This design comes from an exercise in tuning for small area on the open sky130 flow, not from production work. Where RTL was checked, it was by simulation tests only, not by an equivalence proof against the original. The flow treats the clock pin as an ideal source. Dropping or thinning the clock tree relies on that and would not hold on a real chip. Power figures rest on the tool's default switching activity, not on a simulated workload.

## 09-05
==> flow/design.v (excerpt) <==
module SPIwithFIFO #(
	parameter WIDTH = 8,
	parameter TxFIFODepth = 8,
	parameter RxFIFODepth = 8
	)(
	input clk,
	input rst_n,
    input CS_n,
    input SCLK,
    input MOSI,
    output MISO,
	output [WIDTH - 1:0] RXdata,
	input readEn,
	output RXFIFOempty,
	output RXFIFOfull,
	output TXFIFOempty,
	output TXFIFOfull,
	input [WIDTH - 1:0] TXdata,
	input writeEn
    );
	localparam RXAW = $clog2(RxFIFODepth);
	logic CS_nHist;  
	logic prevSCLK;
	logic CS_nFallingEdge;
	logic sclkRise, sclkFall;
	assign CS_nFallingEdge = CS_nHist & ~CS_n;
	assign sclkRise = ~prevSCLK & SCLK;
	assign sclkFall = prevSCLK & ~SCLK;
	always @(posedge clk) begin
		CS_nHist <= CS_n;
		prevSCLK <= SCLK;
	end
	logic [WIDTH - 1:0] shiftIn;
	logic [2:0] rxBitCount;
	logic rxByteDone;    
	logic writeRXFIFO;   
	always @(posedge clk) begin
		if (sclkRise)
			shiftIn <= {shiftIn[WIDTH - 2:0], MOSI};
		if (~rst_n) begin
			rxBitCount <= 3'b000;
			rxByteDone <= 1'b0;
			writeRXFIFO <= 1'b0;
		end else begin
			writeRXFIFO <= rxByteDone;
			rxByteDone <= sclkRise && rxBitCount == 3'b100;  
			if (CS_nFallingEdge)
				rxBitCount <= 3'b000;
			else if (sclkRise)
				rxBitCount <= {rxBitCount[1:0], ~(rxBitCount[2] ^ (rxBitCount[1] & ~rxBitCount[0]))};
		end
	end
  ...
==> module FIFO, before the edit <==
module FIFO #(
	parameter WIDTH = 8,
	parameter DEPTH = 8
	)(
	input clk,
	input rst_n,
	input [WIDTH - 1:0] writeData,
	input writeEn,
	output logic [WIDTH - 1:0] readData,
	input readEn,
	output full,
	output empty
	);
	logic [3:0] count;
	logic isFull;
	logic [DEPTH - 1:0][WIDTH - 1:0] mem;
	logic [7:0] at;  
	assign at[0] = ~count[3] & ~count[0];
	assign at[1] = ~count[1] & count[0];
	assign at[2] = ~count[2] & count[1];
	assign at[3] = ~count[3] & count[2];
	assign at[4] = count[3] & count[0];
	assign at[5] = count[1] & ~count[0];
	assign at[6] = count[2] & ~count[1];
	assign at[7] = count[3] & ~count[2];
	assign full = isFull;
	assign empty = at[0] & ~isFull;
	always @* begin
		readData = 0;
		for (int j = 0; j < DEPTH; j = j + 1)
			readData = readData | (mem[j] & {WIDTH{at[j]}});
	end
	always @(posedge clk) begin
		if (writeEn)
			mem <= {mem[DEPTH - 2:0], writeData};
		if (~rst_n) begin
			count <= 0;
			isFull <= 1'b0;
		end else if (writeEn & ~readEn) begin
			count <= {count[2:0], ~count[3]};
			isFull <= at[7];
		end else if (readEn & ~writeEn) begin
			count <= {~count[0], count[3:1]};
			isFull <= 1'b0;
		end
	end
endmodule
==> flow/config.mk <==
export PLATFORM = sky130hd
export DESIGN_NAME = SPIwithFIFO
export DESIGN_NICKNAME = SPIwithFIFO
export VERILOG_FILES = /design/flow/design.v
export SDC_FILE = /design/flow/constraint.sdc
export NUM_CORES = 4
export LEC_CHECK = 0
export CAP_MARGIN = 20
export CORE_MARGIN = 2
export CORE_UTILIZATION = 70
export CTS_BUF_LIST = sky130_fd_sc_hd__clkbuf_8
export SLEW_MARGIN = 20
==> flow/constraint.sdc <==
create_clock -name core_clock -period 5.0 [get_ports {clk}]
set_input_delay 1.0000 -clock core_clock [delete_from_list [all_inputs] [get_ports {clk}]]
set_output_delay 1.0000 -clock core_clock [all_outputs]
set_load 0.01 [all_outputs]
standard.sh (not shown) runs the stock make flow with config.mk's settings and CLKGATE_MAP_FILE= SYNTH_SCRIPT=/design/flow/synth_recipe.tcl, a recipe that flattens the netlist after the stock synthesis.
==> flow/flow/run.sh <==
#!/bin/bash
# The standard layout (standard.sh), except that:
# - the combinational logic is remapped for area after floorplan
#   (flow/restructure.tcl, OpenROAD's restructure; its ABC log goes to
#   rmp_work/abc.log);
# - the input and output ports get the smallest buffer cell;
# - clock tree synthesis adds no dummy loads (cells that only balance the
#   load of the clock tree's leaf nets);
# - after clock tree synthesis, pairs of nearby leaf buffers with few sinks
#   are merged into one (flow/merge_clock_leaves.tcl).
# Each ORFS step writes its own log under orfs/logs; standard.log holds the
# make output.
export RMP_WORK_DIR=$PWD/rmp_work
export POST_FLOORPLAN_TCL=$PWD/flow/restructure.tcl
export POST_CTS_TCL=$PWD/flow/merge_clock_leaves.tcl
export BUFFER_PORTS_ARGS="-buffer_cell sky130_fd_sc_hd__buf_1"
export CTS_ARGS="-sink_clustering_enable -repair_clock_nets -buf_list sky130_fd_sc_hd__clkbuf_8 -dont_use_dummy_load"
bash standard.sh > standard.log 2>&1
Other scripts of this flow, unchanged in this note and not shown: flow/flow/merge_clock_leaves.tcl, flow/flow/restructure.tcl
diff inputs: 09-05 => 03-11
-- flow/design.v --
<<< 09-05, line 8
	input [WIDTH - 1:0] writeData,
	input writeEn,
	output logic [WIDTH - 1:0] readData,
	input readEn,
	output full,
	output empty
	);
	logic [3:0] count;
	logic isFull;
	logic [DEPTH - 1:0][WIDTH - 1:0] mem;
	logic [7:0] at;  
	assign at[0] = ~count[3] & ~count[0];
	assign at[1] = ~count[1] & count[0];
	assign at[2] = ~count[2] & count[1];
	assign at[3] = ~count[3] & count[2];
	assign at[4] = count[3] & count[0];
	assign at[5] = count[1] & ~count[0];
	assign at[6] = count[2] & ~count[1];
	assign at[7] = count[3] & ~count[2];
	assign full = isFull;
	assign empty = at[0] & ~isFull;
	always @* begin
		readData = 0;
		for (int j = 0; j < DEPTH; j = j + 1)
			readData = readData | (mem[j] & {WIDTH{at[j]}});
	end
	always @(posedge clk) begin
		if (writeEn)
			mem <= {mem[DEPTH - 2:0], writeData};
		if (~rst_n) begin
			count <= 0;
			isFull <= 1'b0;
		end else if (writeEn & ~readEn) begin
			count <= {count[2:0], ~count[3]};
			isFull <= at[7];
		end else if (readEn & ~writeEn) begin
			count <= {~count[0], count[3:1]};
			isFull <= 1'b0;
		end
	end
endmodule
>>> 03-11, line 8
	input [WIDTH - 1:0] writeData,
	input writeEn,
	output [WIDTH - 1:0] readData,
	input readEn,
	output full,
	output empty
	);
	localparam AW = $clog2(DEPTH);
	logic [AW:0] count;  
	logic [DEPTH - 1:0][WIDTH - 1:0] mem;
	assign full = count[AW];
	assign empty = count == 0;
	assign readData = mem[count[AW - 1:0]];
	always @(posedge clk) begin
		if (writeEn)
			mem <= {mem[DEPTH - 2:0], writeData};
		if (~rst_n)
			count <= 0;
		else if (writeEn & ~readEn)
			count <= count + 1'b1;
		else if (readEn & ~writeEn)
			count <= count - 1'b1;
	end
endmodule
09-05 | stages: all done | timing, DRC, antenna: all pass. 03-11: flow completed, timing, DRC and antenna clean. On final design utilization: 03-11 sits above 09-05. As of 03-11, total wire length had fallen slightly compared to 09-05. Reported for 03-11 and 09-05, worst reg2reg path depth turned out identical to the last digit. Clock sink total (03-11 over 09-05): decrease, 0.60%. 03-11 vs 09-05 on xor-xnor portion of the synthesized cell area: 03-11 is the higher one. As far as count of nets left with antenna violations after detail routing goes, 09-05 and 03-11 are indistinguishable; the numbers are identical. Diff 09-05 -> 03-11: leakage power summed over all cells went up 0.033 nW; setup slack decreased by 0.026 ns relative to the old numbers; power picked up an extra 0.038 mW; final cell count saw an increase; number of filler instances in the final layout +15. 03-11 vs 09-05 — final design instance area without fill climbed slightly. 03-11 vs 09-05 — internal power contribution climbed slightly.
Only the layout flow was run in 03-11; the RTL was not checked for function there.


The RTL this note starts from:
==> flow/design.v <==
`timescale 1ns / 1ps
module FIFO #(
	parameter WIDTH = 8,
	parameter DEPTH = 8
	)(
	input clk,
	input rst_n,
	input [WIDTH - 1:0] writeData,
	input writeEn,
	output logic [WIDTH - 1:0] readData,
	input readEn,
	output full,
	output empty
	);
	logic [4:0] count;
	logic [8:0] at;  
	logic [DEPTH - 1:0][WIDTH - 1:0] mem;
	assign at[0] = ~count[4] & ~count[0];
	assign at[1] = ~count[1] & count[0];
	assign at[2] = ~count[2] & count[1];
	assign at[3] = ~count[3] & count[2];
	assign at[4] = ~count[4] & count[3];
	assign at[5] = count[4] & count[0];
	assign at[6] = count[1] & ~count[0];
	assign at[7] = count[2] & ~count[1];
	assign at[8] = count[3] & ~count[2];
	assign full = at[8];
	assign empty = at[0];
	always @* begin
		readData = 0;
		for (int j = 0; j < DEPTH; j = j + 1)
			readData = readData | (mem[j] & {WIDTH{at[j]}});
	end
	always @(posedge clk) begin
		if (writeEn)
			mem <= {mem[DEPTH - 2:0], writeData};
		if (~rst_n)
			count <= 0;
		else if (writeEn & ~readEn)
			count <= {count[3:0], ~count[4]};
		else if (readEn & ~writeEn)
			count <= {~count[0], count[4:1]};
	end
endmodule
`timescale 1ns / 1ps
module SPIwithFIFO #(
	parameter WIDTH = 8,
	parameter TxFIFODepth = 8,
	parameter RxFIFODepth = 8
	)(
	input clk,
	input rst_n,
    input CS_n,
    input SCLK,
    input MOSI,
    output MISO,
	output [WIDTH - 1:0] RXdata,
	input readEn,
	output RXFIFOempty,
	output RXFIFOfull,
	output TXFIFOempty,
	output TXFIFOfull,
	input [WIDTH - 1:0] TXdata,
	input writeEn
    );
	localparam RXAW = $clog2(RxFIFODepth);
	logic CS_nHist;  
	logic prevSCLK;
	logic CS_nFallingEdge;
	logic sclkRise, sclkFall;
	assign CS_nFallingEdge = CS_nHist & ~CS_n;
	assign sclkRise = ~prevSCLK & SCLK;
	assign sclkFall = prevSCLK & ~SCLK;
	always @(posedge clk) begin
		CS_nHist <= CS_n;
		prevSCLK <= SCLK;
	end
	logic [WIDTH - 1:0] shiftIn;
	logic [2:0] rxBitCount;
	logic rxByteDone;    
	logic writeRXFIFO;   
	always @(posedge clk) begin
		if (sclkRise)
			shiftIn <= {shiftIn[WIDTH - 2:0], MOSI};
		if (~rst_n) begin
			rxBitCount <= 3'b000;
			rxByteDone <= 1'b0;
			writeRXFIFO <= 1'b0;
		end else begin
			writeRXFIFO <= rxByteDone;
			rxByteDone <= sclkRise && rxBitCount == 3'b100;  
			if (CS_nFallingEdge)
				rxBitCount <= 3'b000;
			else if (sclkRise)
				rxBitCount <= {rxBitCount[1:0], ~(rxBitCount[2] ^ (rxBitCount[1] & ~rxBitCount[0]))};
		end
	end
	logic [RxFIFODepth - 1:0][WIDTH - 1:0] rxMem;
	logic [3:0] rxCount;
	logic [3:0] rxCountUp, rxCountDown;
	logic [7:0] rxAt;  
	assign rxCountUp = {rxCount[2:0], ~rxCount[3]};
	assign rxCountDown = {~rxCount[0], rxCount[3:1]};
	assign rxAt[0] = ~rxCount[3] & ~rxCount[0];
	assign rxAt[1] = ~rxCount[1] & rxCount[0];
	assign rxAt[2] = ~rxCount[2] & rxCount[1];
	assign rxAt[3] = ~rxCount[3] & rxCount[2];
	assign rxAt[4] = rxCount[3] & rxCount[0];
	assign rxAt[5] = rxCount[1] & ~rxCount[0];
	assign rxAt[6] = rxCount[2] & ~rxCount[1];
	assign rxAt[7] = rxCount[3] & ~rxCount[2];
	logic rxPending;
	logic rxShift;
	logic [WIDTH - 1:0] rxMux;
	always @* begin
		rxMux = 0;
		for (int j = 0; j < RxFIFODepth; j = j + 1)
			rxMux = rxMux | (rxMem[j] & {WIDTH{rxAt[j]}});
	end
	assign RXdata = rxMux;
	assign RXFIFOempty = rxAt[0];
	assign RXFIFOfull = rxPending;
	assign rxShift = writeRXFIFO ? (~rxAt[7] | readEn) : (rxPending & readEn);
	always @(posedge clk) begin
		if (~rst_n)
			rxMem[0] <= 0;  
		else if (rxShift)
			rxMem <= {rxMem[RxFIFODepth - 2:0], shiftIn};
		if (~rst_n) begin
			rxCount <= 0;
			rxPending <= 1'b0;
		end else begin
			if (rxShift & ~readEn)
				rxCount <= rxCountUp;
			else if (readEn & ~rxShift)
				rxCount <= rxCountDown;
			if (rxPending)
				rxPending <= ~readEn;
			else
				rxPending <= writeRXFIFO & rxAt[7] & ~readEn;
		end
	end
	logic [WIDTH - 1:0] shiftOut;
	logic [3:0] txBitCount;
	logic [3:0] txBitCountDec;
	logic readTXFIFO;   
	logic loadTX;       
	logic [WIDTH - 1:0] TXFIFOdata;
	assign MISO = shiftOut[WIDTH - 1];
	assign txBitCountDec = {txBitCount[2:0],
		txBitCount[2] ? (txBitCount[3] ^ (txBitCount[1] & txBitCount[0])) : ~txBitCount[3]};
	FIFO #(.WIDTH(WIDTH), .DEPTH(TxFIFODepth)) TXFIFO (
		.clk(clk),
		.rst_n(rst_n),
		.writeData(TXdata),
		.writeEn(writeEn),
		.readData(TXFIFOdata),
		.readEn(readTXFIFO),
		.full(TXFIFOfull),
		.empty(TXFIFOempty)
	);
	logic shiftOutEn;
	logic [WIDTH - 1:0] shiftOutNext;
	assign shiftOutEn = ~rst_n | sclkFall | loadTX;
	assign shiftOutNext = ~rst_n ? {WIDTH{1'b0}} : sclkFall ? {shiftOut[WIDTH - 2:0], 1'b0} : TXFIFOdata;
	logic startTX;
	assign startTX = ~readTXFIFO & ~loadTX && txBitCount == 4'b0000 && ~TXFIFOempty && ~CS_nFallingEdge;
	always @(posedge clk) begin
		if (shiftOutEn)
			shiftOut <= shiftOutNext;
		if (~rst_n) begin
			txBitCount <= 4'b0110;
			readTXFIFO <= 1'b0;
			loadTX <= 1'b0;
		end else begin
			readTXFIFO <= startTX;
			loadTX <= readTXFIFO;
			if (sclkFall)
				txBitCount <= txBitCountDec;
			else if (startTX | CS_nFallingEdge)
				txBitCount <= 4'b0110;
		end
	end
endmodule
Settings: LEC_CHECK=0, CAP_MARGIN=20, CORE_MARGIN=2, CORE_UTILIZATION=70, CTS_BUF_LIST=sky130_fd_sc_hd__clkbuf_8, SLEW_MARGIN=20; clock period 5.0 ns.
==> flow/flow/run.sh <==
#!/bin/bash
# The standard layout (standard.sh), except that:
# - the combinational logic is remapped for area after floorplan
#   (flow/restructure.tcl, OpenROAD's restructure; its ABC log goes to
#   rmp_work/abc.log);
# - the input and output ports get the smallest buffer cell;
# - clock tree synthesis adds no dummy loads (cells that only balance the
#   load of the clock tree's leaf nets).
# Each ORFS step writes its own log under orfs/logs; standard.log holds the
# make output.
export RMP_WORK_DIR=$PWD/rmp_work
export POST_FLOORPLAN_TCL=$PWD/flow/restructure.tcl
export BUFFER_PORTS_ARGS="-buffer_cell sky130_fd_sc_hd__buf_1"
export CTS_ARGS="-sink_clustering_enable -repair_clock_nets -buf_list sky130_fd_sc_hd__clkbuf_8 -dont_use_dummy_load"
bash standard.sh > standard.log 2>&1
==> flow/flow/restructure.tcl <==
# Sourced by ORFS at the end of floorplan (POST_FLOORPLAN_TCL): remap the
# combinational logic between the registers for area with OpenROAD's
# restructure (ABC). Registers and ports are left as synthesis made them.
file mkdir $::env(RMP_WORK_DIR)
remove_buffers
report_design_area
restructure -target area \
  -liberty_file $::env(PLATFORM_DIR)/lib/sky130_fd_sc_hd__tt_025C_1v80.lib \
  -tiehi_port sky130_fd_sc_hd__conb_1/HI -tielo_port sky130_fd_sc_hd__conb_1/LO \
  -work_dir $::env(RMP_WORK_DIR) -abc_logfile $::env(RMP_WORK_DIR)/abc.log
report_design_area
report_worst_slack -max
The baseline completed without violations.
Edit:
--- a/flow/design.v
+++ b/flow/design.v
@@ -13,18 +13,18 @@
 	output empty
 	);
-	logic [4:0] count;
-	logic [8:0] at;  
+	logic [3:0] count;
+	logic isFull;
 	logic [DEPTH - 1:0][WIDTH - 1:0] mem;
-	assign at[0] = ~count[4] & ~count[0];
+	logic [7:0] at;  
+	assign at[0] = ~count[3] & ~count[0];
 	assign at[1] = ~count[1] & count[0];
 	assign at[2] = ~count[2] & count[1];
 	assign at[3] = ~count[3] & count[2];
-	assign at[4] = ~count[4] & count[3];
-	assign at[5] = count[4] & count[0];
-	assign at[6] = count[1] & ~count[0];
-	assign at[7] = count[2] & ~count[1];
-	assign at[8] = count[3] & ~count[2];
-	assign full = at[8];
-	assign empty = at[0];
+	assign at[4] = count[3] & count[0];
+	assign at[5] = count[1] & ~count[0];
+	assign at[6] = count[2] & ~count[1];
+	assign at[7] = count[3] & ~count[2];
+	assign full = isFull;
+	assign empty = at[0] & ~isFull;
 	always @* begin
 		readData = 0;
@@ -35,10 +35,14 @@
 		if (writeEn)
 			mem <= {mem[DEPTH - 2:0], writeData};
-		if (~rst_n)
+		if (~rst_n) begin
 			count <= 0;
-		else if (writeEn & ~readEn)
-			count <= {count[3:0], ~count[4]};
-		else if (readEn & ~writeEn)
-			count <= {~count[0], count[4:1]};
+			isFull <= 1'b0;
+		end else if (writeEn & ~readEn) begin
+			count <= {count[2:0], ~count[3]};
+			isFull <= at[7];
+		end else if (readEn & ~writeEn) begin
+			count <= {~count[0], count[3:1]};
+			isFull <= 1'b0;
+		end
 	end
 endmodule
After rerunning:
- The new run produced a clean layout
- sequential share of layout area increases by 0.14 points
- critical path depth is unchanged
- maximum frequency increases by a few percent
- count of clock-buffer cells in the layout stays the same
- clock power decreases slightly
- final cell count decreases slightly
- global-route usage decreases by 0.78 points
- final area hardly moves
- setup slack gets better by 0.13 ns
- hold slack gets better by 0.0039 ns
- area after synthesis barely changes
- clock skew decreases by 0.0054 ns

-- re-timing with driven ports --
The flow's constraints put no driver on any port. The routed layouts listed below were extracted and timed again, unchanged, in two steps.
Step 1 assumes that a clkbuf_16 drives the clock port and a buf_2 every other input.
Step 2, shift: input delay + t, output delay - t, t = (earliest + latest rising clock arrival at the registers) / 2. This alone moves slack from input paths to output paths.
Slacks: ideal ports / drivers / drivers and shift; pairs: ideal ports / drivers.
run | t (ns) | setup WS [ns] | hold WS [ns] | worst slew at a driven data input, ns
09-05 | 0.429 | 1.347 / 1.315 / 1.580 | 0.437 / 0.437 / 0.437 | 0.03
03-11 | 0.442 | 1.321 / 1.288 / 1.441 | 0.437 / 0.437 / 0.437 | 0.05
the first run of note 2 | 0.458 | 1.373 / 1.339 / 1.530 | 0.432 / 0.432 / 0.432 | 0.03
the second run of note 2 | 0.455 | 1.503 / 1.470 / 1.613 | 0.436 / 0.436 / 0.436 | 0.04
After both steps every run listed still meets setup and hold.
